Context: an optimization exercise on an open-source flow, tuned for small area. The choices shown serve that exercise and are no tape-out recipe.
Only simulation tests tie the RTL to the original design; equivalence was not proved.
Power and IR drop assume default switching activity.

`flow/config.mk`:
```
export PLATFORM = sky130hd
export DESIGN_NAME = Toplevelmodule
export DESIGN_NICKNAME = Toplevelmodule
export VERILOG_FILES = /design/flow/design.v
export SDC_FILE = /design/flow/constraint.sdc
export NUM_CORES = 4
export LEC_CHECK = 0
export ABC_AREA = 1
export CAP_MARGIN = 20
export CORE_MARGIN = 2
export CORE_UTILIZATION = 40
export SLEW_MARGIN = 20
```
`flow/constraint.sdc`:
```
create_clock -name core_clock -period 20.0 [get_ports {clk}]
set_input_delay 4.0000 -clock core_clock [delete_from_list [all_inputs] [get_ports {clk}]]
set_output_delay 4.0000 -clock core_clock [all_outputs]
set_load 0.01 [all_outputs]
```
`flow/design.v`:
```
module hCounter(clk, rst, h_count, trig_v);
    input clk;
    input rst;
    output reg [9:0] h_count;
    output reg trig_v;
    wire last = h_count[9] & h_count[8] & (&h_count[4:0]);
    always @(posedge clk) begin
        if (rst) begin
            h_count <= 10'd0;
            trig_v <= 1'b0;
        end else begin
            h_count <= last ? 10'd0 : h_count + 10'd1;
            trig_v <= last;
        end
    end
endmodule
module vCounter(clk, rst, enable_v, v_count);
    input clk;
    input rst;
    input enable_v;
    output reg [9:0] v_count;
    wire last = v_count[9] & v_count[3] & v_count[2];
    always @(posedge clk) begin
        if (rst)
            v_count <= 10'd0;
        else if (enable_v)
            v_count <= last ? 10'd0 : v_count + 10'd1;
    end
endmodule
module vga_sync(
    input [9:0] h_count,
    input [9:0] v_count,
    output h_sync, v_sync, animate, last_row, sync_row
    );
    assign h_sync = ~((h_count >= 10'd656) & (h_count <= 10'd751));
    assign sync_row = (v_count >= 10'd490) & (v_count <= 10'd491);
    assign v_sync = ~sync_row;
    assign last_row = (v_count == 10'd479);
    assign animate = last_row & (h_count == 10'd640);
endmodule
module pixel_gen(
    input clk_d,
    input rst,
    input btn,
    input [9:0] pixel_x,
    input [9:0] pixel_y,
    input box, win,
    output wall, wall_mr,
    output [3:0] red,
    output [3:0] green,
    output [3:0] blue
    );
    wire r_n, gb_n;
    picture pic(pixel_x, pixel_y, btn, win, box, wall, wall_mr, r_n, gb_n);
    reg r, gb;
    always @(posedge clk_d) begin
        if (rst) begin
            r <= 1'b0; gb <= 1'b0;
        end else begin
            r <= r_n; gb <= gb_n;
        end
    end
    assign red = {4{r}};
    assign green = {4{gb}};
    assign blue = {4{gb}};
endmodule
module picture(
    input [9:0] pixel_x,
    input [9:0] pixel_y,
    input btn,
    input win,
    input box,
    output wall,
    output wall_mr,
    output r_n,
    output gb_n
    );
  wire new_n28, new_n29, new_n30, new_n31, new_n32, new_n33, new_n34, new_n35, new_n36, new_n37;
  wire new_n38, new_n39, new_n40, new_n41, new_n42, new_n43, new_n44, new_n45, new_n46, new_n47;
  wire new_n48, new_n49, new_n50, new_n51, new_n52, new_n53, new_n54, new_n55, new_n56, new_n57;
  wire new_n58, new_n59, new_n60, new_n61, new_n62, new_n63, new_n64, new_n65, new_n66, new_n67;
  wire new_n68, new_n69, new_n70, new_n71, new_n72, new_n73, new_n74, new_n75, new_n76, new_n77;
  wire new_n78, new_n79, new_n80, new_n81, new_n82, new_n83, new_n84, new_n85, new_n86, new_n87;
  wire new_n88, new_n89, new_n90, new_n91, new_n92, new_n93, new_n94, new_n95, new_n96, new_n97;
  wire new_n98, new_n99, new_n100, new_n101, new_n102, new_n103, new_n104, new_n105, new_n106, new_n107;
  wire new_n108, new_n109, new_n110, new_n111, new_n112, new_n113, new_n114, new_n115, new_n116, new_n117;
  wire new_n118, new_n119, new_n120, new_n121, new_n122, new_n123, new_n124, new_n125, new_n126, new_n127;
  wire new_n128, new_n129, new_n130, new_n131, new_n132, new_n133, new_n134, new_n135, new_n136, new_n137;
  wire new_n138, new_n139, new_n140, new_n141, new_n142, new_n143, new_n144, new_n145, new_n146, new_n147;
  wire new_n148, new_n149, new_n150, new_n151, new_n152, new_n153, new_n154, new_n155, new_n156, new_n157;
  wire new_n158, new_n159, new_n160, new_n161, new_n162, new_n163, new_n164, new_n165, new_n166, new_n167;
  wire new_n168, new_n169, new_n170, new_n171, new_n172, new_n173, new_n174, new_n175, new_n176, new_n177;
  wire new_n178, new_n179, new_n180, new_n181, new_n182, new_n183, new_n184, new_n185, new_n186, new_n187;
  wire new_n188, new_n189, new_n190, new_n191, new_n192, new_n193, new_n194, new_n195, new_n196, new_n197;
  wire new_n198, new_n199, new_n200, new_n201, new_n202, new_n203, new_n204, new_n205, new_n206, new_n207;
  wire new_n209, new_n210, new_n211, new_n212, new_n213, new_n214, new_n215, new_n216, new_n217, new_n218;
  wire new_n219, new_n220, new_n221, new_n222, new_n223, new_n224, new_n225, new_n226, new_n227, new_n228;
  wire new_n229, new_n230, new_n231, new_n232, new_n233, new_n234, new_n235, new_n236, new_n237, new_n238;
  wire new_n239, new_n240, new_n241, new_n242, new_n243, new_n245, new_n246, new_n247, new_n248, new_n249;
  wire new_n250, new_n251, new_n252, new_n253, new_n254, new_n255, new_n256, new_n257, new_n258, new_n259;
  wire new_n260, new_n261, new_n262, new_n263, new_n264, new_n265, new_n266, new_n267, new_n268, new_n269;
  wire new_n270, new_n271, new_n272, new_n273, new_n274, new_n275, new_n276, new_n277, new_n278, new_n279;
  wire new_n280, new_n281, new_n282, new_n283, new_n284, new_n285, new_n286, new_n287, new_n288, new_n289;
  wire new_n290, new_n291, new_n292, new_n293, new_n294, new_n295, new_n296, new_n297, new_n298, new_n299;
  wire new_n300, new_n301, new_n302, new_n303, new_n304, new_n305, new_n306, new_n307, new_n308, new_n309;
  wire new_n310, new_n311, new_n312, new_n313, new_n314, new_n315, new_n316, new_n317, new_n318, new_n319;
  wire new_n320, new_n321, new_n322, new_n323, new_n324, new_n325, new_n326, new_n327, new_n328, new_n329;
  wire new_n330, new_n331, new_n332, new_n333, new_n334, new_n335, new_n336, new_n337, new_n338, new_n339;
  wire new_n340, new_n341, new_n342, new_n343, new_n344, new_n345, new_n346, new_n347, new_n348, new_n349;
  wire new_n350, new_n351, new_n352, new_n353, new_n354, new_n355, new_n356, new_n357, new_n358, new_n359;
  wire new_n360, new_n361, new_n362, new_n363, new_n364, new_n365, new_n366, new_n367, new_n368, new_n369;
  wire new_n370, new_n371, new_n372, new_n373, new_n374, new_n375, new_n376, new_n377, new_n378, new_n379;
  wire new_n380, new_n381, new_n382, new_n383, new_n384, new_n385, new_n386, new_n387, new_n388, new_n389;
  wire new_n390, new_n391, new_n392, new_n393, new_n394, new_n395, new_n396, new_n397, new_n398, new_n399;
  wire new_n400, new_n401, new_n402, new_n403, new_n404, new_n405, new_n406, new_n407, new_n408, new_n409;
  wire new_n410, new_n411, new_n412, new_n413, new_n414, new_n415, new_n416, new_n417, new_n418, new_n419;
  wire new_n420, new_n421, new_n422, new_n423, new_n424, new_n425, new_n426, new_n427, new_n428, new_n429;
  wire new_n430, new_n431, new_n432, new_n433, new_n434, new_n435, new_n436, new_n437, new_n438, new_n439;
  wire new_n440, new_n441, new_n442, new_n443, new_n444, new_n445, new_n446, new_n447, new_n448, new_n449;
  wire new_n450, new_n451, new_n452, new_n453, new_n454, new_n455, new_n456, new_n457, new_n458, new_n459;
  wire new_n460, new_n461, new_n462, new_n463, new_n464, new_n465, new_n466, new_n467, new_n468, new_n469;
  wire new_n470, new_n471, new_n472, new_n473, new_n474, new_n475, new_n476, new_n477, new_n478, new_n479;
  wire new_n480, new_n481, new_n482, new_n483, new_n484, new_n485, new_n486, new_n487, new_n488, new_n489;
  wire new_n490, new_n491, new_n492, new_n493, new_n494, new_n495, new_n496, new_n497, new_n498, new_n499;
  wire new_n500, new_n501, new_n502, new_n503, new_n504, new_n505, new_n506, new_n507, new_n508, new_n509;
  wire new_n510, new_n511, new_n512, new_n513, new_n514, new_n515, new_n516, new_n517, new_n518, new_n519;
  wire new_n520, new_n521, new_n522, new_n523, new_n524, new_n525, new_n526, new_n527, new_n528, new_n529;
  wire new_n530, new_n531, new_n532, new_n533, new_n534, new_n535, new_n536, new_n537, new_n538, new_n539;
  wire new_n540, new_n541, new_n542, new_n543, new_n544, new_n545, new_n546, new_n547, new_n548, new_n549;
  wire new_n550, new_n551, new_n552, new_n553, new_n554, new_n555, new_n556, new_n557, new_n558, new_n559;
  wire new_n560, new_n561, new_n562, new_n563, new_n564, new_n565, new_n566, new_n567, new_n568, new_n569;
  wire new_n570, new_n571, new_n572, new_n573, new_n574, new_n575, new_n576, new_n577, new_n578, new_n579;
  wire new_n580, new_n581, new_n582, new_n583, new_n584, new_n585, new_n586, new_n587, new_n588, new_n589;
  wire new_n590, new_n591, new_n592, new_n593, new_n594, new_n595, new_n596, new_n597, new_n598, new_n599;
  wire new_n600, new_n601, new_n602, new_n603, new_n604, new_n605, new_n606, new_n607, new_n608, new_n609;
  wire new_n610, new_n611, new_n612, new_n613, new_n614, new_n615, new_n616, new_n617, new_n618, new_n619;
  wire new_n620, new_n621, new_n622, new_n623, new_n624, new_n625, new_n626, new_n627, new_n628, new_n629;
  wire new_n630, new_n631, new_n632, new_n633, new_n634, new_n635, new_n636, new_n637, new_n638, new_n639;
  wire new_n640, new_n641, new_n642, new_n643, new_n644, new_n645, new_n646, new_n647, new_n648, new_n649;
  wire new_n650, new_n651, new_n652, new_n653, new_n654, new_n655, new_n656, new_n657, new_n658, new_n659;
  wire new_n660, new_n661, new_n662, new_n663, new_n664, new_n665, new_n666, new_n667, new_n668, new_n669;
  wire new_n670, new_n671, new_n672, new_n673, new_n674, new_n675, new_n676, new_n677, new_n678, new_n679;
  wire new_n680, new_n681, new_n682, new_n683, new_n684, new_n685, new_n686, new_n687, new_n688, new_n689;
  wire new_n690, new_n691, new_n692, new_n693, new_n694, new_n695, new_n696, new_n697, new_n698, new_n699;
  wire new_n700, new_n701, new_n702, new_n703, new_n705, new_n706;
  assign new_n28 = ~pixel_y[4] & pixel_y[6];
  assign new_n29 = ~pixel_y[5] & ~new_n28;
  assign new_n30 = pixel_y[7] & pixel_y[8];
  assign new_n31 = new_n29 & new_n30;
  assign new_n32 = ~pixel_y[4] & ~pixel_y[5];
  assign new_n33 = ~pixel_y[6] & new_n32;
  assign new_n34 = ~pixel_y[7] & ~pixel_y[8];
  assign new_n35 = new_n33 & new_n34;
  assign new_n36 = ~new_n31 & ~new_n35;
  assign new_n37 = ~pixel_y[9] & new_n36;
  assign new_n38 = ~pixel_y[3] & ~pixel_y[4];
  assign new_n39 = pixel_y[8] & ~new_n38;
  assign new_n40 = pixel_y[3] & pixel_y[4];
  assign new_n41 = ~pixel_y[6] & new_n40;
  assign new_n42 = ~new_n39 & ~new_n41;
  assign new_n43 = pixel_y[5] & ~new_n42;
  assign new_n44 = pixel_y[5] & ~pixel_y[8];
  assign new_n45 = pixel_y[6] & ~new_n44;
  assign new_n46 = ~new_n43 & ~new_n45;
  assign new_n47 = pixel_y[5] & pixel_y[6];
  assign new_n48 = pixel_y[8] & ~new_n47;
  assign new_n49 = ~new_n46 & ~new_n48;
  assign new_n50 = new_n37 & ~new_n49;
  assign new_n51 = ~pixel_y[3] & ~new_n34;
  assign new_n52 = pixel_y[3] & ~new_n30;
  assign new_n53 = ~new_n51 & ~new_n52;
  assign new_n54 = new_n50 & new_n53;
  assign new_n55 = ~pixel_y[5] & new_n54;
  assign new_n56 = ~pixel_y[6] & pixel_y[7];
  assign new_n57 = pixel_y[4] & pixel_y[5];
  assign new_n58 = new_n56 & ~new_n57;
  assign new_n59 = pixel_y[6] & new_n34;
  assign new_n60 = ~new_n58 & ~new_n59;
  assign new_n61 = pixel_x[4] & pixel_x[5];
  assign new_n62 = pixel_x[3] & new_n61;
  assign new_n63 = ~pixel_x[4] & ~pixel_x[5];
  assign new_n64 = ~pixel_x[3] & ~pixel_x[5];
  assign new_n65 = ~new_n63 & ~new_n64;
  assign new_n66 = ~new_n62 & new_n65;
  assign new_n67 = pixel_x[6] & new_n66;
  assign new_n68 = new_n60 & new_n67;
  assign new_n69 = pixel_y[6] & new_n40;
  assign new_n70 = ~new_n50 & new_n69;
  assign new_n71 = ~pixel_y[4] & ~pixel_y[6];
  assign new_n72 = ~new_n47 & ~new_n71;
  assign new_n73 = ~new_n29 & new_n72;
  assign new_n74 = ~pixel_y[6] & ~pixel_y[8];
  assign new_n75 = pixel_y[6] & new_n30;
  assign new_n76 = ~new_n74 & ~new_n75;
  assign new_n77 = ~new_n73 & ~new_n76;
  assign new_n78 = ~pixel_y[9] & ~new_n34;
  assign new_n79 = ~new_n77 & new_n78;
  assign new_n80 = new_n70 & new_n79;
  assign new_n81 = pixel_y[6] & ~new_n32;
  assign new_n82 = ~new_n32 & new_n58;
  assign new_n83 = ~pixel_y[8] & ~new_n82;
  assign new_n84 = ~new_n30 & ~new_n83;
  assign new_n85 = ~new_n46 & ~new_n70;
  assign new_n86 = new_n79 & ~new_n85;
  assign new_n87 = ~new_n84 & ~new_n86;
  assign new_n88 = new_n37 & ~new_n87;
  assign new_n89 = ~new_n47 & ~new_n69;
  assign new_n90 = new_n88 & new_n89;
  assign new_n91 = new_n81 & new_n90;
  assign new_n92 = ~new_n80 & ~new_n91;
  assign new_n93 = ~pixel_x[3] & ~pixel_x[4];
  assign new_n94 = pixel_x[5] & ~new_n93;
  assign new_n95 = pixel_x[6] & new_n94;
  assign new_n96 = new_n92 & new_n95;
  assign new_n97 = ~pixel_y[7] & new_n46;
  assign new_n98 = ~pixel_x[6] & new_n66;
  assign new_n99 = ~new_n97 & new_n98;
  assign new_n100 = ~new_n96 & ~new_n99;
  assign new_n101 = ~new_n68 & new_n100;
  assign new_n102 = new_n32 & new_n74;
  assign new_n103 = ~pixel_y[9] & ~new_n102;
  assign new_n104 = pixel_y[7] & new_n47;
  assign new_n105 = ~pixel_y[5] & ~pixel_y[6];
  assign new_n106 = new_n30 & ~new_n105;
  assign new_n107 = ~new_n104 & ~new_n106;
  assign new_n108 = new_n103 & new_n107;
  assign new_n109 = ~new_n101 & new_n108;
  assign new_n110 = ~pixel_x[5] & ~pixel_x[6];
  assign new_n111 = new_n28 & new_n54;
  assign new_n112 = ~new_n110 & ~new_n111;
  assign new_n113 = ~new_n109 & new_n112;
  assign new_n114 = new_n43 & new_n71;
  assign new_n115 = new_n88 & new_n114;
  assign new_n116 = ~new_n80 & ~new_n115;
  assign new_n117 = ~pixel_x[6] & ~new_n61;
  assign new_n118 = ~new_n63 & new_n117;
  assign new_n119 = new_n116 & new_n118;
  assign new_n120 = new_n56 & new_n57;
  assign new_n121 = new_n88 & new_n120;
  assign new_n122 = ~new_n111 & ~new_n121;
  assign new_n123 = pixel_x[5] & pixel_x[6];
  assign new_n124 = ~new_n115 & new_n123;
  assign new_n125 = new_n122 & new_n124;
  assign new_n126 = ~new_n119 & ~new_n125;
  assign new_n127 = ~new_n113 & new_n126;
  assign new_n128 = pixel_x[7] & ~pixel_x[8];
  assign new_n129 = ~new_n86 & ~new_n90;
  assign new_n130 = new_n123 & ~new_n129;
  assign new_n131 = pixel_y[3] & ~pixel_y[6];
  assign new_n132 = ~pixel_y[9] & ~new_n60;
  assign new_n133 = new_n83 & new_n132;
  assign new_n134 = new_n131 & new_n133;
  assign new_n135 = ~pixel_y[3] & new_n33;
  assign new_n136 = new_n88 & new_n135;
  assign new_n137 = ~new_n134 & ~new_n136;
  assign new_n138 = new_n30 & new_n88;
  assign new_n139 = new_n137 & ~new_n138;
  assign new_n140 = ~new_n130 & ~new_n139;
  assign new_n141 = new_n128 & ~new_n140;
  assign new_n142 = ~new_n127 & new_n141;
  assign new_n143 = ~pixel_x[6] & ~new_n94;
  assign new_n144 = ~new_n91 & new_n137;
  assign new_n145 = new_n143 & ~new_n144;
  assign new_n146 = pixel_x[6] & ~new_n63;
  assign new_n147 = ~new_n110 & ~new_n146;
  assign new_n148 = new_n121 & new_n147;
  assign new_n149 = ~new_n145 & ~new_n148;
  assign new_n150 = ~new_n137 & new_n149;
  assign new_n151 = new_n117 & ~new_n122;
  assign new_n152 = ~new_n91 & ~new_n151;
  assign new_n153 = ~new_n150 & new_n152;
  assign new_n154 = ~new_n67 & ~new_n153;
  assign new_n155 = ~new_n111 & new_n116;
  assign new_n156 = new_n146 & ~new_n155;
  assign new_n157 = ~new_n115 & ~new_n133;
  assign new_n158 = new_n93 & new_n110;
  assign new_n159 = ~new_n157 & new_n158;
  assign new_n160 = ~pixel_x[7] & pixel_x[8];
  assign new_n161 = pixel_x[3] & pixel_x[6];
  assign new_n162 = new_n61 & new_n161;
  assign new_n163 = ~new_n117 & ~new_n162;
  assign new_n164 = new_n138 & ~new_n163;
  assign new_n165 = new_n160 & ~new_n164;
  assign new_n166 = ~new_n159 & new_n165;
  assign new_n167 = ~new_n156 & new_n166;
  assign new_n168 = ~new_n154 & new_n167;
  assign new_n169 = ~pixel_x[7] & ~pixel_x[8];
  assign new_n170 = new_n97 & ~new_n135;
  assign new_n171 = new_n79 & ~new_n170;
  assign new_n172 = new_n50 & new_n64;
  assign new_n173 = ~new_n171 & ~new_n172;
  assign new_n174 = ~pixel_x[6] & ~new_n173;
  assign new_n175 = ~new_n134 & ~new_n174;
  assign new_n176 = new_n122 & new_n175;
  assign new_n177 = ~new_n130 & new_n176;
  assign new_n178 = new_n100 & ~new_n177;
  assign new_n179 = new_n169 & ~new_n178;
  assign new_n180 = ~pixel_x[6] & ~pixel_x[8];
  assign new_n181 = new_n63 & new_n180;
  assign new_n182 = pixel_y[8] & ~new_n81;
  assign new_n183 = ~new_n73 & new_n182;
  assign new_n184 = ~new_n30 & ~new_n56;
  assign new_n185 = ~new_n59 & new_n184;
  assign new_n186 = ~new_n183 & new_n185;
  assign new_n187 = pixel_x[3] & ~new_n186;
  assign new_n188 = new_n50 & new_n187;
  assign new_n189 = new_n181 & ~new_n188;
  assign new_n190 = new_n92 & new_n189;
  assign new_n191 = ~new_n179 & ~new_n190;
  assign new_n192 = ~new_n168 & new_n191;
  assign new_n193 = ~pixel_y[9] & new_n34;
  assign new_n194 = new_n43 & new_n193;
  assign new_n195 = ~new_n192 & ~new_n194;
  assign new_n196 = ~new_n142 & ~new_n195;
  assign new_n197 = ~new_n55 & ~new_n196;
  assign new_n198 = pixel_y[8] & ~new_n116;
  assign new_n199 = ~new_n55 & ~new_n138;
  assign new_n200 = ~new_n198 & new_n199;
  assign new_n201 = ~new_n146 & ~new_n200;
  assign new_n202 = pixel_x[7] & pixel_x[8];
  assign new_n203 = new_n149 & new_n202;
  assign new_n204 = ~new_n201 & new_n203;
  assign new_n205 = ~pixel_x[7] & new_n181;
  assign new_n206 = ~pixel_x[9] & ~new_n205;
  assign new_n207 = ~new_n204 & new_n206;
  assign wall_mr = ~new_n197 & new_n207;
  assign new_n209 = ~new_n73 & new_n88;
  assign new_n210 = ~pixel_x[5] & ~new_n79;
  assign new_n211 = new_n50 & ~new_n210;
  assign new_n212 = ~new_n110 & ~new_n211;
  assign new_n213 = ~pixel_x[6] & new_n50;
  assign new_n214 = ~new_n212 & ~new_n213;
  assign new_n215 = ~new_n209 & ~new_n214;
  assign new_n216 = new_n161 & ~new_n182;
  assign new_n217 = ~pixel_x[5] & pixel_x[6];
  assign new_n218 = ~new_n81 & new_n217;
  assign new_n219 = ~new_n216 & ~new_n218;
  assign new_n220 = pixel_x[4] & ~new_n219;
  assign new_n221 = pixel_x[3] & ~pixel_x[4];
  assign new_n222 = ~new_n63 & ~new_n221;
  assign new_n223 = ~pixel_x[6] & ~new_n222;
  assign new_n224 = ~new_n210 & new_n223;
  assign new_n225 = ~new_n220 & ~new_n224;
  assign new_n226 = pixel_x[3] & ~pixel_x[5];
  assign new_n227 = ~pixel_x[9] & ~new_n226;
  assign new_n228 = new_n160 & new_n227;
  assign new_n229 = ~new_n225 & new_n228;
  assign new_n230 = ~new_n215 & new_n229;
  assign new_n231 = ~pixel_x[3] & ~pixel_x[6];
  assign new_n232 = new_n83 & new_n231;
  assign new_n233 = ~new_n226 & ~new_n232;
  assign new_n234 = pixel_x[9] & ~new_n169;
  assign new_n235 = new_n30 & new_n47;
  assign new_n236 = ~pixel_y[9] & ~new_n235;
  assign new_n237 = ~new_n234 & new_n236;
  assign new_n238 = ~pixel_x[4] & ~new_n110;
  assign new_n239 = new_n202 & new_n238;
  assign new_n240 = new_n36 & new_n239;
  assign new_n241 = new_n237 & new_n240;
  assign new_n242 = ~new_n233 & new_n241;
  assign new_n243 = ~new_n230 & ~new_n242;
  assign wall = wall_mr | ~new_n243;
  assign new_n245 = pixel_y[4] & new_n104;
  assign new_n246 = pixel_y[1] & pixel_y[2];
  assign new_n247 = pixel_y[0] & new_n246;
  assign new_n248 = pixel_y[3] & new_n247;
  assign new_n249 = new_n33 & ~new_n248;
  assign new_n250 = new_n84 & new_n249;
  assign new_n251 = ~new_n245 & ~new_n250;
  assign new_n252 = new_n166 & ~new_n251;
  assign new_n253 = ~pixel_y[1] & ~pixel_y[2];
  assign new_n254 = ~pixel_y[0] & new_n253;
  assign new_n255 = pixel_y[3] & new_n57;
  assign new_n256 = ~new_n254 & new_n255;
  assign new_n257 = new_n40 & ~new_n253;
  assign new_n258 = ~pixel_y[5] & ~new_n257;
  assign new_n259 = new_n59 & ~new_n258;
  assign new_n260 = ~new_n256 & new_n259;
  assign new_n261 = ~new_n252 & ~new_n260;
  assign new_n262 = pixel_x[1] & pixel_x[2];
  assign new_n263 = pixel_x[3] & new_n262;
  assign new_n264 = new_n63 & ~new_n263;
  assign new_n265 = new_n160 & ~new_n264;
  assign new_n266 = ~pixel_x[9] & ~new_n265;
  assign new_n267 = ~pixel_x[2] & ~pixel_x[5];
  assign new_n268 = ~pixel_x[0] & ~pixel_x[1];
  assign new_n269 = new_n267 & new_n268;
  assign new_n270 = new_n146 & ~new_n269;
  assign new_n271 = ~new_n64 & new_n270;
  assign new_n272 = ~new_n266 & ~new_n271;
  assign new_n273 = ~pixel_x[9] & ~new_n143;
  assign new_n274 = pixel_x[2] & pixel_x[3];
  assign new_n275 = ~new_n268 & new_n274;
  assign new_n276 = ~pixel_x[4] & ~new_n275;
  assign new_n277 = pixel_x[3] & pixel_x[4];
  assign new_n278 = pixel_x[0] & pixel_x[1];
  assign new_n279 = ~pixel_x[2] & ~new_n278;
  assign new_n280 = new_n277 & ~new_n279;
  assign new_n281 = ~new_n276 & ~new_n280;
  assign new_n282 = pixel_x[7] & ~new_n281;
  assign new_n283 = ~new_n273 & ~new_n282;
  assign new_n284 = ~pixel_x[2] & ~pixel_x[3];
  assign new_n285 = new_n61 & ~new_n284;
  assign new_n286 = new_n202 & ~new_n285;
  assign new_n287 = ~pixel_x[3] & new_n279;
  assign new_n288 = new_n61 & ~new_n287;
  assign new_n289 = new_n160 & new_n288;
  assign new_n290 = ~new_n286 & ~new_n289;
  assign new_n291 = ~new_n283 & new_n290;
  assign new_n292 = ~new_n272 & ~new_n291;
  assign new_n293 = ~new_n261 & ~new_n292;
  assign new_n294 = new_n135 & ~new_n247;
  assign new_n295 = new_n30 & ~new_n294;
  assign new_n296 = new_n34 & ~new_n47;
  assign new_n297 = ~new_n295 & ~new_n296;
  assign new_n298 = ~pixel_y[8] & ~new_n104;
  assign new_n299 = pixel_y[2] & pixel_y[3];
  assign new_n300 = pixel_y[7] & new_n299;
  assign new_n301 = new_n81 & new_n300;
  assign new_n302 = ~new_n270 & ~new_n301;
  assign new_n303 = ~new_n67 & new_n302;
  assign new_n304 = new_n298 & ~new_n303;
  assign new_n305 = new_n63 & ~new_n161;
  assign new_n306 = ~new_n288 & ~new_n305;
  assign new_n307 = ~new_n110 & new_n298;
  assign new_n308 = ~new_n306 & ~new_n307;
  assign new_n309 = ~pixel_x[3] & new_n110;
  assign new_n310 = ~new_n262 & new_n309;
  assign new_n311 = ~new_n308 & ~new_n310;
  assign new_n312 = ~new_n304 & new_n311;
  assign new_n313 = new_n297 & ~new_n312;
  assign new_n314 = ~pixel_y[0] & ~pixel_y[2];
  assign new_n315 = new_n257 & ~new_n314;
  assign new_n316 = new_n104 & ~new_n315;
  assign new_n317 = ~new_n260 & ~new_n316;
  assign new_n318 = ~new_n313 & new_n317;
  assign new_n319 = new_n93 & ~new_n262;
  assign new_n320 = new_n123 & ~new_n319;
  assign new_n321 = new_n158 & new_n269;
  assign new_n322 = new_n202 & ~new_n321;
  assign new_n323 = ~new_n320 & new_n322;
  assign new_n324 = ~new_n318 & new_n323;
  assign new_n325 = ~new_n38 & new_n47;
  assign new_n326 = pixel_x[6] & ~new_n288;
  assign new_n327 = pixel_x[5] & ~pixel_x[6];
  assign new_n328 = ~new_n326 & ~new_n327;
  assign new_n329 = ~pixel_y[7] & ~new_n328;
  assign new_n330 = ~new_n295 & ~new_n329;
  assign new_n331 = ~new_n325 & ~new_n330;
  assign new_n332 = pixel_x[2] & ~pixel_x[4];
  assign new_n333 = ~pixel_x[2] & pixel_x[4];
  assign new_n334 = ~new_n332 & ~new_n333;
  assign new_n335 = ~pixel_x[1] & ~new_n221;
  assign new_n336 = new_n334 & new_n335;
  assign new_n337 = ~new_n231 & new_n267;
  assign new_n338 = new_n336 & new_n337;
  assign new_n339 = new_n38 & new_n254;
  assign new_n340 = new_n104 & ~new_n339;
  assign new_n341 = ~pixel_y[8] & ~new_n327;
  assign new_n342 = ~new_n340 & new_n341;
  assign new_n343 = ~new_n338 & new_n342;
  assign new_n344 = pixel_x[7] & ~new_n63;
  assign new_n345 = ~pixel_x[8] & ~new_n344;
  assign new_n346 = ~new_n283 & new_n345;
  assign new_n347 = ~new_n343 & new_n346;
  assign new_n348 = ~new_n331 & new_n347;
  assign new_n349 = ~pixel_x[6] & pixel_x[9];
  assign new_n350 = pixel_x[1] & ~new_n93;
  assign new_n351 = ~new_n65 & new_n350;
  assign new_n352 = ~new_n336 & ~new_n351;
  assign new_n353 = new_n160 & new_n352;
  assign new_n354 = new_n326 & new_n353;
  assign new_n355 = ~new_n349 & ~new_n354;
  assign new_n356 = ~new_n66 & ~new_n279;
  assign new_n357 = ~new_n267 & ~new_n356;
  assign new_n358 = ~new_n355 & new_n357;
  assign new_n359 = pixel_x[4] & new_n275;
  assign new_n360 = new_n217 & ~new_n359;
  assign new_n361 = new_n61 & new_n263;
  assign new_n362 = ~pixel_x[6] & new_n361;
  assign new_n363 = ~new_n360 & ~new_n362;
  assign new_n364 = new_n128 & ~new_n363;
  assign new_n365 = new_n93 & new_n279;
  assign new_n366 = ~new_n110 & ~new_n365;
  assign new_n367 = new_n265 & ~new_n366;
  assign new_n368 = ~new_n364 & ~new_n367;
  assign new_n369 = ~new_n358 & new_n368;
  assign new_n370 = new_n297 & ~new_n369;
  assign new_n371 = ~btn & ~new_n370;
  assign new_n372 = ~new_n348 & new_n371;
  assign new_n373 = ~new_n324 & new_n372;
  assign new_n374 = ~new_n293 & new_n373;
  assign new_n375 = new_n221 & ~new_n262;
  assign new_n376 = pixel_y[1] & pixel_y[4];
  assign new_n377 = ~pixel_y[1] & ~pixel_y[4];
  assign new_n378 = ~new_n376 & ~new_n377;
  assign new_n379 = new_n299 & new_n378;
  assign new_n380 = pixel_y[4] & ~new_n299;
  assign new_n381 = ~pixel_x[1] & pixel_x[6];
  assign new_n382 = new_n380 & new_n381;
  assign new_n383 = ~new_n379 & ~new_n382;
  assign new_n384 = ~pixel_x[1] & ~pixel_x[3];
  assign new_n385 = new_n299 & ~new_n384;
  assign new_n386 = new_n334 & ~new_n385;
  assign new_n387 = ~new_n383 & ~new_n386;
  assign new_n388 = ~pixel_y[2] & ~pixel_y[3];
  assign new_n389 = new_n332 & new_n376;
  assign new_n390 = new_n388 & new_n389;
  assign new_n391 = ~new_n387 & ~new_n390;
  assign new_n392 = ~new_n375 & ~new_n391;
  assign new_n393 = ~pixel_y[1] & pixel_y[2];
  assign new_n394 = ~new_n274 & ~new_n284;
  assign new_n395 = ~pixel_x[4] & new_n394;
  assign new_n396 = ~pixel_x[1] & ~pixel_x[2];
  assign new_n397 = ~new_n262 & ~new_n396;
  assign new_n398 = ~new_n395 & new_n397;
  assign new_n399 = ~new_n393 & ~new_n398;
  assign new_n400 = ~pixel_x[2] & ~new_n399;
  assign new_n401 = ~pixel_x[1] & pixel_x[3];
  assign new_n402 = pixel_y[1] & pixel_y[3];
  assign new_n403 = ~new_n274 & ~new_n402;
  assign new_n404 = ~new_n401 & new_n403;
  assign new_n405 = ~new_n400 & new_n404;
  assign new_n406 = pixel_x[3] & pixel_y[4];
  assign new_n407 = ~new_n388 & new_n406;
  assign new_n408 = new_n405 & new_n407;
  assign new_n409 = ~new_n392 & ~new_n408;
  assign new_n410 = new_n217 & ~new_n409;
  assign new_n411 = ~new_n246 & ~new_n253;
  assign new_n412 = ~pixel_x[1] & ~pixel_x[4];
  assign new_n413 = ~pixel_y[3] & new_n412;
  assign new_n414 = new_n411 & new_n413;
  assign new_n415 = ~new_n299 & ~new_n388;
  assign new_n416 = pixel_x[4] & ~pixel_y[1];
  assign new_n417 = ~new_n415 & new_n416;
  assign new_n418 = ~new_n414 & ~new_n417;
  assign new_n419 = pixel_x[1] & pixel_x[3];
  assign new_n420 = ~new_n384 & ~new_n419;
  assign new_n421 = pixel_x[4] & ~new_n420;
  assign new_n422 = ~new_n380 & ~new_n394;
  assign new_n423 = ~new_n421 & ~new_n422;
  assign new_n424 = pixel_y[4] & ~new_n423;
  assign new_n425 = ~new_n418 & ~new_n424;
  assign new_n426 = ~new_n387 & ~new_n398;
  assign new_n427 = new_n418 & ~new_n423;
  assign new_n428 = new_n327 & ~new_n427;
  assign new_n429 = ~new_n426 & new_n428;
  assign new_n430 = ~new_n425 & new_n429;
  assign new_n431 = ~pixel_x[4] & new_n123;
  assign new_n432 = ~pixel_y[1] & ~pixel_y[3];
  assign new_n433 = ~new_n402 & ~new_n432;
  assign new_n434 = ~pixel_y[2] & pixel_y[4];
  assign new_n435 = ~new_n433 & new_n434;
  assign new_n436 = ~new_n379 & ~new_n435;
  assign new_n437 = new_n431 & ~new_n436;
  assign new_n438 = ~pixel_x[6] & ~pixel_y[4];
  assign new_n439 = new_n388 & new_n438;
  assign new_n440 = ~new_n437 & ~new_n439;
  assign new_n441 = ~new_n352 & ~new_n440;
  assign new_n442 = pixel_y[5] & ~new_n441;
  assign new_n443 = ~new_n430 & new_n442;
  assign new_n444 = ~new_n410 & new_n443;
  assign new_n445 = ~pixel_x[2] & ~new_n420;
  assign new_n446 = ~new_n274 & ~new_n445;
  assign new_n447 = ~pixel_y[2] & new_n378;
  assign new_n448 = pixel_y[3] & new_n447;
  assign new_n449 = new_n446 & new_n448;
  assign new_n450 = ~pixel_y[2] & ~pixel_y[4];
  assign new_n451 = ~new_n40 & ~new_n450;
  assign new_n452 = ~new_n380 & ~new_n451;
  assign new_n453 = pixel_x[4] & ~new_n450;
  assign new_n454 = new_n420 & ~new_n453;
  assign new_n455 = ~new_n420 & new_n453;
  assign new_n456 = ~new_n454 & ~new_n455;
  assign new_n457 = ~new_n452 & new_n456;
  assign new_n458 = ~pixel_x[2] & pixel_y[2];
  assign new_n459 = ~pixel_x[3] & ~pixel_y[3];
  assign new_n460 = ~new_n458 & ~new_n459;
  assign new_n461 = ~new_n387 & ~new_n460;
  assign new_n462 = new_n457 & new_n461;
  assign new_n463 = ~new_n449 & ~new_n462;
  assign new_n464 = new_n431 & ~new_n463;
  assign new_n465 = ~pixel_x[5] & pixel_y[2];
  assign new_n466 = ~pixel_x[4] & pixel_y[3];
  assign new_n467 = pixel_x[2] & ~new_n466;
  assign new_n468 = ~new_n457 & ~new_n467;
  assign new_n469 = ~new_n465 & ~new_n468;
  assign new_n470 = ~new_n263 & ~new_n380;
  assign new_n471 = pixel_x[3] & pixel_y[2];
  assign new_n472 = ~new_n262 & ~new_n471;
  assign new_n473 = new_n118 & ~new_n472;
  assign new_n474 = ~new_n470 & new_n473;
  assign new_n475 = ~new_n469 & new_n474;
  assign new_n476 = ~new_n93 & new_n394;
  assign new_n477 = ~new_n63 & ~new_n476;
  assign new_n478 = new_n388 & ~new_n477;
  assign new_n479 = ~pixel_x[2] & ~pixel_x[4];
  assign new_n480 = new_n64 & new_n479;
  assign new_n481 = ~new_n478 & ~new_n480;
  assign new_n482 = pixel_x[1] & pixel_x[4];
  assign new_n483 = new_n217 & new_n482;
  assign new_n484 = ~new_n431 & ~new_n483;
  assign new_n485 = pixel_y[1] & ~new_n484;
  assign new_n486 = new_n327 & ~new_n412;
  assign new_n487 = new_n110 & new_n412;
  assign new_n488 = ~new_n486 & ~new_n487;
  assign new_n489 = ~new_n485 & new_n488;
  assign new_n490 = ~new_n481 & ~new_n489;
  assign new_n491 = pixel_x[6] & new_n451;
  assign new_n492 = ~pixel_x[2] & ~new_n491;
  assign new_n493 = pixel_x[2] & pixel_x[6];
  assign new_n494 = pixel_x[1] & ~pixel_x[4];
  assign new_n495 = ~pixel_x[5] & ~new_n494;
  assign new_n496 = ~new_n493 & new_n495;
  assign new_n497 = ~new_n456 & new_n496;
  assign new_n498 = ~new_n492 & new_n497;
  assign new_n499 = ~new_n490 & ~new_n498;
  assign new_n500 = ~new_n475 & new_n499;
  assign new_n501 = ~new_n464 & new_n500;
  assign new_n502 = ~new_n38 & ~new_n501;
  assign new_n503 = ~pixel_x[2] & ~new_n93;
  assign new_n504 = ~new_n332 & ~new_n401;
  assign new_n505 = ~new_n412 & ~new_n504;
  assign new_n506 = ~new_n503 & ~new_n505;
  assign new_n507 = new_n448 & ~new_n506;
  assign new_n508 = ~pixel_x[3] & ~pixel_y[2];
  assign new_n509 = new_n401 & new_n458;
  assign new_n510 = ~new_n508 & ~new_n509;
  assign new_n511 = pixel_y[4] & ~new_n332;
  assign new_n512 = new_n432 & ~new_n482;
  assign new_n513 = new_n511 & new_n512;
  assign new_n514 = ~new_n510 & new_n513;
  assign new_n515 = ~new_n507 & ~new_n514;
  assign new_n516 = new_n217 & ~new_n515;
  assign new_n517 = ~pixel_y[5] & ~new_n516;
  assign new_n518 = ~new_n502 & new_n517;
  assign new_n519 = pixel_x[9] & ~new_n518;
  assign new_n520 = ~pixel_x[2] & pixel_x[5];
  assign new_n521 = ~new_n446 & ~new_n520;
  assign new_n522 = ~pixel_x[4] & ~new_n521;
  assign new_n523 = new_n226 & new_n522;
  assign new_n524 = pixel_x[5] & new_n57;
  assign new_n525 = new_n246 & ~new_n332;
  assign new_n526 = ~new_n412 & new_n525;
  assign new_n527 = new_n524 & new_n526;
  assign new_n528 = pixel_y[5] & new_n450;
  assign new_n529 = pixel_y[2] & new_n32;
  assign new_n530 = ~new_n528 & ~new_n529;
  assign new_n531 = ~new_n527 & new_n530;
  assign new_n532 = ~new_n523 & ~new_n531;
  assign new_n533 = new_n349 & ~new_n520;
  assign new_n534 = pixel_x[1] & pixel_x[7];
  assign new_n535 = pixel_x[3] & ~new_n534;
  assign new_n536 = pixel_x[6] & ~new_n93;
  assign new_n537 = pixel_y[1] & new_n536;
  assign new_n538 = ~new_n535 & new_n537;
  assign new_n539 = ~new_n533 & ~new_n538;
  assign new_n540 = ~pixel_x[1] & pixel_x[7];
  assign new_n541 = new_n123 & new_n540;
  assign new_n542 = ~pixel_x[7] & new_n217;
  assign new_n543 = pixel_x[4] & ~new_n542;
  assign new_n544 = ~new_n541 & new_n543;
  assign new_n545 = pixel_x[2] & ~new_n401;
  assign new_n546 = pixel_y[3] & ~new_n545;
  assign new_n547 = ~new_n544 & new_n546;
  assign new_n548 = ~new_n539 & new_n547;
  assign new_n549 = new_n532 & new_n548;
  assign new_n550 = new_n202 & new_n380;
  assign new_n551 = new_n320 & new_n550;
  assign new_n552 = pixel_x[2] & ~new_n393;
  assign new_n553 = ~pixel_x[3] & ~new_n482;
  assign new_n554 = new_n552 & ~new_n553;
  assign new_n555 = pixel_y[1] & new_n388;
  assign new_n556 = new_n277 & ~new_n555;
  assign new_n557 = ~new_n554 & ~new_n556;
  assign new_n558 = new_n551 & new_n557;
  assign new_n559 = ~new_n405 & new_n558;
  assign new_n560 = ~new_n549 & ~new_n559;
  assign new_n561 = ~new_n519 & new_n560;
  assign new_n562 = ~new_n444 & ~new_n561;
  assign new_n563 = ~pixel_x[3] & ~new_n479;
  assign new_n564 = pixel_x[2] & ~pixel_y[2];
  assign new_n565 = pixel_x[4] & ~new_n458;
  assign new_n566 = ~new_n564 & new_n565;
  assign new_n567 = ~new_n563 & ~new_n566;
  assign new_n568 = ~pixel_x[5] & ~new_n567;
  assign new_n569 = ~new_n361 & ~new_n568;
  assign new_n570 = pixel_x[9] & new_n569;
  assign new_n571 = pixel_x[8] & ~pixel_y[4];
  assign new_n572 = ~new_n569 & new_n571;
  assign new_n573 = ~new_n570 & ~new_n572;
  assign new_n574 = pixel_x[8] & new_n123;
  assign new_n575 = ~new_n180 & ~new_n574;
  assign new_n576 = new_n520 & new_n553;
  assign new_n577 = ~pixel_y[3] & ~new_n576;
  assign new_n578 = ~new_n575 & new_n577;
  assign new_n579 = new_n532 & new_n578;
  assign new_n580 = ~new_n573 & new_n579;
  assign new_n581 = ~pixel_x[1] & pixel_x[5];
  assign new_n582 = ~pixel_x[5] & new_n380;
  assign new_n583 = ~new_n581 & ~new_n582;
  assign new_n584 = ~pixel_y[5] & ~new_n388;
  assign new_n585 = pixel_x[2] & ~new_n221;
  assign new_n586 = new_n349 & new_n585;
  assign new_n587 = new_n584 & new_n586;
  assign new_n588 = ~new_n583 & new_n587;
  assign new_n589 = ~new_n457 & new_n588;
  assign new_n590 = ~new_n580 & ~new_n589;
  assign new_n591 = ~new_n562 & new_n590;
  assign new_n592 = pixel_y[7] & new_n74;
  assign new_n593 = ~new_n591 & new_n592;
  assign new_n594 = pixel_x[9] & new_n495;
  assign new_n595 = new_n121 & new_n594;
  assign new_n596 = pixel_x[7] & new_n332;
  assign new_n597 = new_n134 & new_n596;
  assign new_n598 = ~new_n595 & ~new_n597;
  assign new_n599 = new_n161 & new_n393;
  assign new_n600 = ~new_n598 & new_n599;
  assign new_n601 = pixel_x[3] & ~new_n376;
  assign new_n602 = new_n394 & new_n584;
  assign new_n603 = ~new_n601 & new_n602;
  assign new_n604 = ~new_n161 & ~new_n231;
  assign new_n605 = ~pixel_x[2] & ~new_n584;
  assign new_n606 = ~new_n604 & new_n605;
  assign new_n607 = ~new_n603 & ~new_n606;
  assign new_n608 = pixel_y[4] & ~pixel_y[6];
  assign new_n609 = ~new_n299 & ~new_n552;
  assign new_n610 = new_n608 & ~new_n609;
  assign new_n611 = new_n28 & ~new_n299;
  assign new_n612 = ~pixel_y[5] & ~new_n611;
  assign new_n613 = ~new_n610 & new_n612;
  assign new_n614 = new_n63 & ~new_n613;
  assign new_n615 = ~new_n607 & new_n614;
  assign new_n616 = ~pixel_y[4] & new_n337;
  assign new_n617 = pixel_y[2] & pixel_y[6];
  assign new_n618 = ~new_n616 & new_n617;
  assign new_n619 = new_n71 & new_n411;
  assign new_n620 = ~new_n618 & ~new_n619;
  assign new_n621 = ~pixel_y[3] & pixel_y[6];
  assign new_n622 = ~new_n131 & ~new_n253;
  assign new_n623 = ~new_n621 & new_n622;
  assign new_n624 = ~pixel_x[2] & ~new_n623;
  assign new_n625 = ~new_n620 & new_n624;
  assign new_n626 = new_n620 & ~new_n624;
  assign new_n627 = ~new_n66 & ~new_n626;
  assign new_n628 = ~new_n625 & new_n627;
  assign new_n629 = new_n63 & new_n274;
  assign new_n630 = ~new_n62 & ~new_n629;
  assign new_n631 = ~new_n38 & ~new_n630;
  assign new_n632 = pixel_x[4] & ~new_n274;
  assign new_n633 = new_n623 & ~new_n632;
  assign new_n634 = ~new_n66 & new_n333;
  assign new_n635 = ~new_n633 & ~new_n634;
  assign new_n636 = ~new_n631 & new_n635;
  assign new_n637 = ~new_n253 & new_n608;
  assign new_n638 = ~new_n337 & new_n637;
  assign new_n639 = new_n131 & ~new_n253;
  assign new_n640 = ~pixel_y[3] & ~new_n246;
  assign new_n641 = ~new_n617 & ~new_n640;
  assign new_n642 = ~new_n639 & new_n641;
  assign new_n643 = ~new_n638 & ~new_n642;
  assign new_n644 = ~new_n636 & new_n643;
  assign new_n645 = ~new_n628 & new_n644;
  assign new_n646 = ~new_n467 & ~new_n545;
  assign new_n647 = ~new_n466 & new_n508;
  assign new_n648 = ~new_n555 & new_n647;
  assign new_n649 = ~new_n646 & ~new_n648;
  assign new_n650 = ~new_n299 & ~new_n649;
  assign new_n651 = new_n522 & ~new_n650;
  assign new_n652 = pixel_y[5] & ~new_n651;
  assign new_n653 = new_n41 & new_n246;
  assign new_n654 = ~new_n608 & new_n632;
  assign new_n655 = new_n642 & new_n654;
  assign new_n656 = ~new_n634 & new_n655;
  assign new_n657 = ~new_n653 & ~new_n656;
  assign new_n658 = ~new_n652 & new_n657;
  assign new_n659 = ~new_n645 & new_n658;
  assign new_n660 = new_n63 & new_n263;
  assign new_n661 = pixel_x[4] & new_n581;
  assign new_n662 = ~new_n632 & ~new_n661;
  assign new_n663 = ~new_n660 & new_n662;
  assign new_n664 = new_n640 & ~new_n663;
  assign new_n665 = ~pixel_y[3] & new_n253;
  assign new_n666 = new_n521 & new_n665;
  assign new_n667 = ~new_n664 & ~new_n666;
  assign new_n668 = ~new_n57 & ~new_n123;
  assign new_n669 = new_n667 & ~new_n668;
  assign new_n670 = ~new_n536 & ~new_n669;
  assign new_n671 = ~new_n659 & new_n670;
  assign new_n672 = ~new_n615 & ~new_n671;
  assign new_n673 = pixel_x[9] & ~pixel_y[7];
  assign new_n674 = win & new_n673;
  assign new_n675 = new_n48 & new_n674;
  assign new_n676 = ~new_n672 & new_n675;
  assign new_n677 = ~new_n401 & ~new_n667;
  assign new_n678 = new_n447 & ~new_n677;
  assign new_n679 = ~new_n378 & new_n419;
  assign new_n680 = new_n569 & new_n679;
  assign new_n681 = new_n352 & ~new_n680;
  assign new_n682 = new_n451 & ~new_n681;
  assign new_n683 = ~new_n678 & ~new_n682;
  assign new_n684 = pixel_x[9] & new_n110;
  assign new_n685 = ~new_n649 & new_n684;
  assign new_n686 = pixel_x[2] & ~new_n419;
  assign new_n687 = ~pixel_y[4] & ~new_n686;
  assign new_n688 = pixel_x[4] & ~new_n401;
  assign new_n689 = ~new_n445 & new_n688;
  assign new_n690 = ~new_n687 & ~new_n689;
  assign new_n691 = pixel_x[7] & ~new_n479;
  assign new_n692 = new_n574 & new_n691;
  assign new_n693 = ~new_n690 & new_n692;
  assign new_n694 = ~new_n685 & ~new_n693;
  assign new_n695 = new_n34 & new_n325;
  assign new_n696 = ~new_n694 & new_n695;
  assign new_n697 = ~new_n683 & new_n696;
  assign new_n698 = btn & ~new_n697;
  assign new_n699 = ~new_n676 & new_n698;
  assign new_n700 = ~new_n600 & new_n699;
  assign new_n701 = ~new_n593 & new_n700;
  assign new_n702 = ~wall & new_n701;
  assign new_n703 = ~new_n374 & ~new_n702;
  assign gb_n = new_n237 & ~new_n703;
  assign new_n705 = btn & ~win;
  assign new_n706 = box & new_n705;
  assign r_n = gb_n & ~new_n706;
endmodule
module movement(
    input clk,
    input rst,
    input animate,
    input last_row,
    input sync_row,
    input left, right, up, down,
    input [9:0] h_count, v_count,
    input wall, wall_mr,
    output box, win
    );
    reg [9:1] xp, yp;
    reg bl, br, bu, bd;
    reg c;
    wire [10:0] dx = {1'b0, h_count} - {1'b0, xp, 1'b0};
    wire [10:0] dy = {1'b0, v_count} - {1'b0, yp, 1'b0};
    wire [9:0] dxm = dx[9:0];
    wire [9:0] dym = dy[9:0];
    assign box = (dx[10:4] == 7'd0) & (dy[10:4] == 7'd0);
    assign win = (xp >= 9'd225) & (xp <= 9'd504);
    wire row0 = (dym == 10'd0);
    wire col0 = (dxm == 10'd0);
    wire hit_l = row0 & wall & ((dxm == 10'd1014) | (dxm == 10'd5) | (dxm == 10'd1021));
    wire hit_r = row0 & ((wall & ((dxm == 10'd10) | (dxm == 10'd25))) | (wall_mr & (dxm == 10'd17)));
    wire hit_u = col0 & wall & (dym == 10'd25);
    wire hit_d = col0 & wall & (dym == 10'd1014);
    always @(posedge clk) begin
        if (rst | sync_row) begin
            bl <= 1'b0; br <= 1'b0; bu <= 1'b0; bd <= 1'b0;
        end else if (animate) begin
            bl <= left & ~bl;
            br <= ~left & right & ~br;
            bu <= ~left & ~right & up & ~bu;
            bd <= ~left & ~right & ~up & down & ~bd;
        end else begin
            bl <= bl | hit_l; br <= br | hit_r; bu <= bu | hit_u; bd <= bd | hit_d;
        end
    end
    wire [3:0] i = h_count[3:0];
    wire step = last_row & (h_count[9:4] == 6'b101001) & (i <= 4'd8);
    wire mx = bl | br;
    wire neg = bl | bd;
    wire k = (i == 4'd0) | (neg ? ((i == 4'd1) | (i >= 4'd3)) : (i == 4'd2));
    wire a = mx ? xp[1] : yp[1];
    wire s = a ^ k ^ c;
    always @(posedge clk) begin
        c <= step & ((a & k) | (a & c) | (k & c));
        if (rst) begin
            xp <= 9'd8;
            yp <= 9'd36;
        end else if (step) begin
            if (mx) xp <= {s, xp[9:2]};
            if (bu | bd) yp <= {s, yp[9:2]};
        end
    end
endmodule
module inputs(
    input clk_d,
    input rst,
    input btn1, btn2, btn3, btn4,
    output reg left, right, up, down
    );
    always @(posedge clk_d) begin
        if (rst | ~(btn1 | btn2 | btn3 | btn4)) begin
            left <= 1'b0; right <= 1'b0; up <= 1'b0; down <= 1'b0;
        end else if (btn1 | btn2) begin
            left <= btn1; right <= ~btn1;
        end else begin
            up <= btn3; down <= ~btn3;
        end
    end
endmodule
module Toplevelmodule(
    input clk,
    input rst,
    input count_x, count_y, btn1, btn2, btn3, btn4, btn5,
    output h_sync, v_sync,
    output [3:0] red, green, blue
    );
    wire v_trig, animate, last_row, sync_row;
    wire [9:0] h_count, v_count;
    wire left, right, up, down;
    wire wall, wall_mr, box, win;
    hCounter hc(clk, rst, h_count, v_trig);
    vCounter vc(clk, rst, v_trig, v_count);
    vga_sync vgas(h_count, v_count, h_sync, v_sync, animate, last_row, sync_row);
    inputs i(clk, rst, btn1, btn2, btn3, btn4, left, right, up, down);
    movement m1(clk, rst, animate, last_row, sync_row, left, right, up, down, h_count, v_count,
                wall, wall_mr, box, win);
    pixel_gen pg(clk, rst, btn5, h_count, v_count, box, win,
                 wall, wall_mr, red, green, blue);
endmodule
```
`flow/flow/run.sh`:
```
#!/bin/bash
# The standard layout, with the synthesis of flow/my_synth.tcl (the standard flow's
# synthesis with an area-oriented ABC mapping script, flow/abc_map.script).
set -euo pipefail
HERE=$(pwd)
export FLOW_ABC_SCRIPT=$HERE/flow/abc_map.script
sed -e "s#SYNTH_SCRIPT=[^ ]*synth_recipe.tcl#SYNTH_SCRIPT=$HERE/flow/my_synth.tcl#" standard.sh > my_standard.sh
grep -q "SYNTH_SCRIPT=$HERE/flow/my_synth.tcl" my_standard.sh
bash my_standard.sh > flow.log 2>&1
```
`flow/flow/abc_map.script`:
```
strash
dch -f
amap
topo
```
`flow/flow/my_synth.tcl`:
```
# The standard flow's synthesis (synth_recipe.tcl) with one change: ORFS's synth.tcl is run
# with the ABC script flow/abc_map.script for the mapping of the
# combinational logic. Everything else, including the flip-flop mapping,
# flattening and renaming, is as in synth_recipe.tcl.
proc synth {args} { yosys synth -nofsm -noshare {*}$args }
set fh [open $::env(SCRIPTS_DIR)/synth.tcl]
set script [read $fh]
close $fh
set old {log_cmd abc {*}$abc_args}
set new {log_cmd abc -script $::env(FLOW_ABC_SCRIPT) {*}$lib_args {*}$lib_dont_use_args}
if { [string first $old $script] < 0 } { error "abc call not found in synth.tcl" }
set script [string map [list $old $new] $script]
uplevel #0 $script
# left out here: clear keep_hierarchy, flatten, clean up, hide names made inside functions, write 1_2_yosys.v
```
`flow/standard.sh`:
```
#!/bin/bash
# synth_recipe.tcl (not shown) runs the flow's synth.tcl, then flattens the netlist and writes it again
# the make line also repeats each setting of config.mk as NAME=value (left out here)
make -C /OpenROAD-flow-scripts/flow DESIGN_CONFIG=/design/flow/config.mk WORK_HOME=/design/flow/orfs CLKGATE_MAP_FILE= SYNTH_SCRIPT=/design/flow/synth_recipe.tcl "${@:-finish}"
```
==> results of run 1 <==
state kept, by name, summed over array words and instances (netlist names), 9 cells and up:
name,flops
hc.h_count,10
m1.yp,9
vc.v_count,10
m1.xp,9
synthesized netlist by cell type (8+ instances only):
library cell / count / share of area [%]
a211oi_1: 8 / 1.1
a21oi_1: 62 / 5.8
a221oi_1: 15 / 2.4
a31oi_1: 23 / 2.7
buf_4: 12 / 1.7
clkinv_1: 116 / 8.1
dfxtp_1: 50 / 19
ha_1: 49 / 11
nand2_1: 59 / 4.1
nand3_1: 9 / 0.84
nor2_1: 178 / 12
nor2b_1: 8 / 0.93
nor3_1: 44 / 4.1
nor4_1: 14 / 1.6
o21a_1: 15 / 2.1
o21ai_0: 53 / 4.9
or2_0: 10 / 1.2
or4_1: 8 / 1.1
cell usage in the layout, fill, tap and decap left out, types with 4 or more instances in the layout:
master           netlist  final
or3_1                  7      7
nor3_1                44     44
a31oi_1               23     23
nor2_1               178    178
a211oi_1               8      8
a21oi_1               62     62
clkinv_1             116    116
nand3_1                9      9
o32ai_1                5      5
nand4_1                4      4
a221oi_1              15     15
or4_1                  8      8
nor4_1                14     14
a22oi_1                7      7
o221ai_1               6      6
a2111oi_0              4      4
clkdlybuf4s50_1        0     20
clkbuf_16              0      5
o21a_1                15     15
o22ai_1                7      7
or2_0                 10     10
nor2b_1                8      8
ha_1                  49     49
dfxtp_1               50     50
o21ai_0               53     52
o31ai_1                5      5
nand2_1               59     59
metal layers:
| layer | part of all wire, % | up-vias | global-route usage (%) |
|---|---|---|---|
| li1 | - | 3009 | - |
| met5 | 0 | - | 0 |
| met3 | 10 | 85 | 6.37 |
| met4 | 3.8 | 0 | 11.0 |
| met1 | 44 | 2856 | 40.1 |
| met2 | 42 | 382 | 42.3 |
path summary, 6_finish.rpt:
kind	cells past startpoint	from	endpoint	slack, ps
max	8	vc.v_count[4]	v_sync	12310
min	2	m1.yp[9]	m1.yp[9]	470
min reg2reg	2	m1.yp[9]	m1.yp[9]	470
max reg2reg	24	vc.v_count[3]	m1.bu	12790
worst register-to-register path: stages, from the launching register on:
cell and delay, ps:
dfxtp_1 780, clkinv_1 670, nor2_1 370, a21oi_1 110, nor2_1 240, clkinv_1 150
o21ai_0 190, nand2_1 90, nand2_1 170, nand3_1 130, o21ai_0 140, o21ai_0 270
nor4_1 690, nor2_1 200, o21ai_0 190, o21ai_0 80, a31oi_1 260, a31oi_1 80
a31oi_1 150, nor2_1 70, a2111oi_0 760, nor3_1 280, or4b_1 600, o41ai_1 290
o211a_1 190
kinds of logic (layout without fill, tap and decap cells):
family	count (synthesis)	after routing	synth area share [%]
and+or+nand+nor	350	350	29.0
AOI/OAI and AO/OA	245	245	30.0
adders and majority gates	52	52	12.5
buffers and inverters	128	147	9.79
DFF	50	50	18.6
stage by stage:
stage	util [%]	std cells	hold WS [ps]	instance area, um^2
2_1_floorplan	-	825	437	5370
3_3_place_gp	43.4	1012	465	5720
3_5_place_dp	43.4	1012	461	5720
4_1_cts	44.7	1020	471	5890
5_1_grt	44.7	1020	510	5890
6_report	44.7	1020	470	5890
power groups by stage:
stage	clock (mW)	combinational (mW)	sequential, mW
floorplan	0	0.0182	0.105
global placement	0	0.0274	0.106
detailed placement	0	0.0271	0.106
CTS	0.102	0.0273	0.103
global route	0.106	0.0307	0.104
finish	0.100	0.0280	0.104
cell type report:
type	instances	area (um^2)
repair buffers	23	223
fillers	1415	7300
clock buffers	5	125
inverters	116	435
multi-input cells	647	3840
well taps	176	220
clock inverters	3	43.8
flip-flops and latches	50	1000
==> impl_metrics.yaml, run 1 <==
die:
  ioPinCount: 23
  core.rowCount: 42
  die_h_um: 120
  initial_utilization_pct: 40.7
  core_um2: 13200
  die_x_um: 120
  die-area_um2: 14400
clocking:
  max-clock-path-buffers: 2
  cts_inserted_buffers: 5
  clock_sinks: 50
  cts_resized: 0
  cts_setup_buffers: 0
  cts-root-buf: "clkbuf_16"
  clk_pin_slew_ps: 70
  cts.hold.buffers_added: 0
  clock_latency_ps: 300
  tritoncts: "built"
  ctsHtreeMaxLevel: 2
power:
  power_frac_clock_pct: 43.1
  vdd_drop_max_v: 0.0000317
  seq_power_share_pct: 44.8
  power_mw: 0.232
  pwr_density_cell_nw_per_um2: 39.3
  netSwitchingPower_mw: 0.0604
  p_int_mw: 0.171
  switching_share_pct: 26.1
  combPwrFrac_pct: 12.1
  power_leakage_nw: 2.06
status:
  status: "no timing/DRC/antenna violations"
place:
  place.port_buffers: 20
  dp.final_hpwl_um: 15700
  place_ws_ps: 12740
  gp_congestion: 1.00
global_route:
  grt_max_degree: 20
  overflow: 0
  grt_pass1_wl_um: 32300
  grt_usage_pct: 28.5
  grt_pass1_vias: 5804
  antenna_found_initial: 0
synthesis:
  yosysSeqAreaShare_pct: 18.6
  syn_avg_cell_area_um2: 6.51
  synth_ff_type: "dfxtp_1"
  synth_fp_nets: 886
  yosysWarnings: 5
  yosys_register_bits: 50
  synth_area_um2: 5370
  async_flop_share_pct: 0
  synth-edff-count: 0
  synth_cell_types: 50
  syn_inst: 825
routing:
  wl_per_cell_um: 20.0
  dr.first_iter.drc_count: 890
  wirelength_um: 20400
  num_vias: 6332
  via_per_inst: 6.21
  drc: 0
  antenna_left: 0
  dr.pass1.iters: 7
finish:
  syn2layout_area_growth_pct: 9.72
  drive_gt1_share_pct: 1.30
  n_antenna_cell: 0
  num-nets-final: 904
setup_path:
  startpoint_type: "register"
  crit_buf_inv: 4
  cpLargestDelayFamily: "buffers and inverters"
  path_class: "reg2out"
  path_max_fanout: 16
  critPathSlowestCell: "dfxtp_1"
  cp-end-kind: "primary output"
  crit_required_ps: 16000
  cpPeakStageDelay_ps: 770
  critical_path.most_common_cell: "clkinv_1"
  worstPathArrival_ps: 3690
  crit_path_cell_trace: "clkinv_1 -> nor2_1 -> clkinv_1 -> a211oi_1 -> nor2_1 -> a31oi_1 -> clkinv_1 -> clkdlybuf4s50_1"
sta:
  fmax_mhz: 130
  fin_setup_tns_ps: 0
  layout_min_cycle_time_ps: 7690
  fin_ws_ps: 12310
  setup_viol_count_final: 0
  finalCritPeriodShare_pct: 38.4
  max_slew_margin_pct: 34.3
  rsz0062_at_grt: "no"
  worst_pin_slew_ps: 961
  hold_viol_final: 0
  clock_skew_ps: 3.18
  drv_slew: 0
worst_hold_path:
  hp-class: "reg2reg"
run:
  drv_cap: 0
==> run 2: changes to the inputs <==
==> flow/flow/run.sh (replaced) <==
#!/bin/bash
# The standard layout (standard.sh) with two changes:
#  - synthesis by flow/my_synth.tcl: the standard flow's synthesis, but the combinational
#    logic is mapped by ABC with the area-oriented script flow/abc_map.script,
#    and adders are not extracted into half/full adder cells first;
#  - clock tree synthesis with clkbuf_8 buffers and no dummy loads.
# Each tool's output goes to flow.log (make) and the ORFS logs under orfs/logs.
set -euo pipefail
HERE=$(pwd)
export FLOW_ABC_SCRIPT=$HERE/flow/abc_map.script
export FLOW_NO_FA=1
export CTS_ARGS="-sink_clustering_enable -repair_clock_nets -buf_list sky130_fd_sc_hd__clkbuf_8 -dont_use_dummy_load"
sed -e "s#SYNTH_SCRIPT=[^ ]*synth_recipe.tcl#SYNTH_SCRIPT=$HERE/flow/my_synth.tcl#" standard.sh > my_standard.sh
grep -q "SYNTH_SCRIPT=$HERE/flow/my_synth.tcl" my_standard.sh
bash my_standard.sh > flow.log 2>&1
==> flow/flow/abc_map.script (replaced) <==
strash
dc2
resub -K 8
dc2
dch -f
amap
topo
--- a/flow/flow/my_synth.tcl
+++ b/flow/flow/my_synth.tcl
@@ -2,6 +2,10 @@
 # with the ABC script flow/abc_map.script for the mapping of the
 # combinational logic. Everything else, including the flip-flop mapping,
 # flattening and renaming, is as in synth_recipe.tcl.
+if { [info exists ::env(FLOW_NO_FA)] && $::env(FLOW_NO_FA) } {
+  # no extraction of adders: ABC maps the arithmetic with the rest
+  set ::env(ADDER_MAP_FILE) ""
+}
 proc synth {args} { yosys synth -nofsm -noshare {*}$args }
 set fh [open $::env(SCRIPTS_DIR)/synth.tcl]
 set script [read $fh]
==> run 2 against run 1 <==
Against the previous run:
- non-clock buffer count is the same
- combinational power shrank 15%
- final cell count down 7.8%
- critical path depth unchanged
- power down 20%
- wire length up 6.3%
- register-to-register slack worse by 530 ps
- setup slack got worse by 180 ps
- utilization is 0.11 points lower
- critical path type unchanged
- largest cell class unchanged
==> impl_metrics.yaml, run 2 <==
die:
  die-area_um2: 12700
  core.rowCount: 39
  die_x_um: 113
  die_h_um: 113
  core_um2: 11500
  initial_utilization_pct: 41.1
  ioPinCount: 23
routing:
  dr.pass1.iters: 6
  antenna_left: 0
  via_per_inst: 6.74
  wl_per_cell_um: 23.1
  num_vias: 6340
  dr.first_iter.drc_count: 760
  wirelength_um: 21700
  drc: 0
synthesis:
  syn_inst: 781
  synth_area_um2: 4720
  ys_top_cells_by_area: "dfxtp_1 (21%), nor2_1 (17%), o21ai_0 (8.1%), clkinv_1 (7.1%), nand2_1 (5.4%)"
  synth-edff-count: 0
  synth.most_common_cell: "nor2_1"
  synth_cell_types: 47
  yosysWarnings: 5
  async_flop_share_pct: 0
  syn_avg_cell_area_um2: 6.04
  yosysTopAreaCellShare_pct: 21.2
  yosysSeqAreaShare_pct: 21.2
  yosys-top-cells-count: "nor2_1 (210), clkinv_1 (89), o21ai_0 (76)"
  synth_ff_type: "dfxtp_1"
  synth_fp_nets: 790
  yosys_register_bits: 50
  synth_largest_area_cell: "dfxtp_1"
place:
  gp_congestion: 1.04
  place.port_buffers: 20
  dp.final_hpwl_um: 16300
  place_ws_ps: 12540
sta:
  rsz0062_at_grt: "no"
  fmax_mhz: 127
  fin_ws_ps: 12130
  drv_slew: 0
  finalCritPeriodShare_pct: 39.4
  setup_viol_count_final: 0
  max_slew_margin_pct: 28.7
  worst_pin_slew_ps: 1060
  clock_skew_ps: 26.8
  fin_setup_tns_ps: 0
  hold_viol_final: 0
  layout_min_cycle_time_ps: 7870
clocking:
  ctsHtreeMaxLevel: 2
  cts.hold.buffers_added: 0
  cts_inserted_buffers: 5
  tritoncts: "built"
  max-clock-path-buffers: 2
  cts_resized: 0
  clock_latency_ps: 350
  clk_pin_slew_ps: 90
  cts_setup_buffers: 0
  cts-root-buf: "clkbuf_8"
  clock_sinks: 50
setup_path:
  cpLargestDelayFamily: "simple AND/OR/NAND/NOR gates"
  path_max_fanout: 9
  startpoint_type: "register"
  cpPeakStageDelay_ps: 810
  path_class: "reg2out"
  crit_required_ps: 16000
  crit_path_cell_trace: "clkinv_1 -> nor2_1 -> clkinv_1 -> nor2_1 -> nand2_1 -> nor4_1 -> clkinv_1 -> clkdlybuf4s50_1"
  cp-end-kind: "primary output"
  critical_path.most_common_cell: "clkinv_1"
  critPathSlowestCell: "nor4_1"
  crit_buf_inv: 4
  worstPathArrival_ps: 3870
power:
  pwr_density_cell_nw_per_um2: 36.1
  vdd_drop_max_v: 0.0000379
  power_leakage_nw: 1.59
  power_mw: 0.184
finish:
  num-nets-final: 808
  top_regs: "hc.h_count (10), vc.v_count (10)"
  layout_common_cells: "nor2_1 (210), clkinv_1 (89), o21ai_0 (75), nand2_1 (68), dfxtp_1 (50)"
  n_antenna_cell: 0
  layout_commonest_cell: "nor2_1"
  syn2layout_area_growth_pct: 8.30
  nFillCells: 1198
  multiInputGateArea_um2: 3300
  drive_gt1_share_pct: 1.25
  seq_area_um2: 1000
status:
  status: "no timing/DRC/antenna violations"
global_route:
  antenna_found_initial: 0
  grt_pass1_wl_um: 33200
  grt_pass1_vias: 5906
  overflow: 0
  grt_max_degree: 22
  grt_usage_pct: 33.8
run:
  drv_cap: 0
worst_hold_path:
  hp-class: "reg2reg"
==> run 2: changes by cell type after synthesis, sizes merged, moves of 5 or more <==
cell | before | now
a221oi | 15 | 10
nor2b | 8 | 3
nor2 | 178 | 210
or3 | 7 | 1
o21ai | 53 | 76
nor4 | 14 | 19
a21oi | 62 | 42
a22oi | 7 | 18
or2 | 10 | 3
clkinv | 116 | 89
nand2 | 59 | 68
o21a | 15 | 8
ha | 49 | 0
==> run 2: path summary, 6_finish.rpt <==
path	startpoint	endpoint	slack, ps	cells past startpoint
worst min register to register	m1.yp[4]	m1.yp[4]	500	2
worst max-delay path	vc.v_count[7]	v_sync	12130	8
worst min-delay path	m1.yp[4]	m1.yp[4]	500	2
worst max register to register	vc.v_count[6]	m1.bu	12260	23
==> run 2: power by group <==
group	total (mW)	internal (mW)	switching (mW)	leakage [nW]
clock	0.0576	0.0226	0.0350	0.0359
sequential	0.103	0.101	0.00223	0.405
combinational	0.0238	0.00850	0.0153	1.15
total	0.184	0.132	0.0525	1.59
==> run 2: kinds of logic (layout without fill, tap and decap cells) <==
| logic type | count (synthesis) | after routing | synth area share [%] |
|---|---|---|---|
| simple gates | 373 | 373 | 33.7 |
| compound gates | 256 | 256 | 35.9 |
| buf+inv | 101 | 117 | 8.99 |
| flops | 50 | 50 | 21.2 |
| xor+xnor | 1 | 1 | 0.186 |
==> run 2: routing by layer <==
layer,routed length [um],vias up,track usage [%],part of all wire [%]
met3,2300,110,7.45,11
met5,0,-,0,0
met2,9100,485,51.1,42
met4,1430,0,19.2,6.6
li1,-,2888,-,-
met1,8870,2857,44.4,41
==> run 2: final cells by class <==
type / instances / share of cell area [%]
flip-flops and latches: 50 / 19.6
repair buffers: 23 / 4.36
well taps: 143 / 3.50
multi-input cells: 630 / 64.6
clock buffers: 5 / 1.35
inverters: 89 / 6.54
==> run 2: worst register-to-register path, delay by kind of cell (launching register included) <==
kind                   cells  cell delay, ps
AO/OA/AOI/OAI             10            3600
AND/OR/NAND/NOR           11            2530
flip-flops                 1             760
buffers and inverters      2             750
==> run 2: through the flow <==
step	std cells	instance area [um^2]	hold slack (ps)	utilization (%)
floorplan	781	4720	448	-
global placement	935	5030	471	43.8
detailed placement	935	5030	479	43.8
CTS	940	5100	493	44.4
global route	940	5110	529	44.5
finish	940	5110	500	44.5

-- afterwards: timing with drivers on the ports --
In the flow no input, the clock included, has a driving cell. The finished layouts below were timed again as built, in two steps.
Step 1 assumes that a clkbuf_16 drives the clock port and a buf_2 every other input.
Step 2 also shifts input and output timing later by t, the mid clock arrival at the registers, as if the neighbouring blocks saw the same clock.
Three values: ideal ports, drivers, drivers and shift; two values: the first two.
run	t, ns	slack for setup (ns)	hold slack, ns	worst setup path after step 2	cell pins on the clock port's net
run 1	0.341	12.310 / 12.266 / 12.606	0.470 / 0.470 / 0.470	register to output	1
run 2	0.376	12.126 / 12.087 / 12.264	0.500 / 0.500 / 0.500	register to register	1
After both steps every run listed still meets setup and hold.
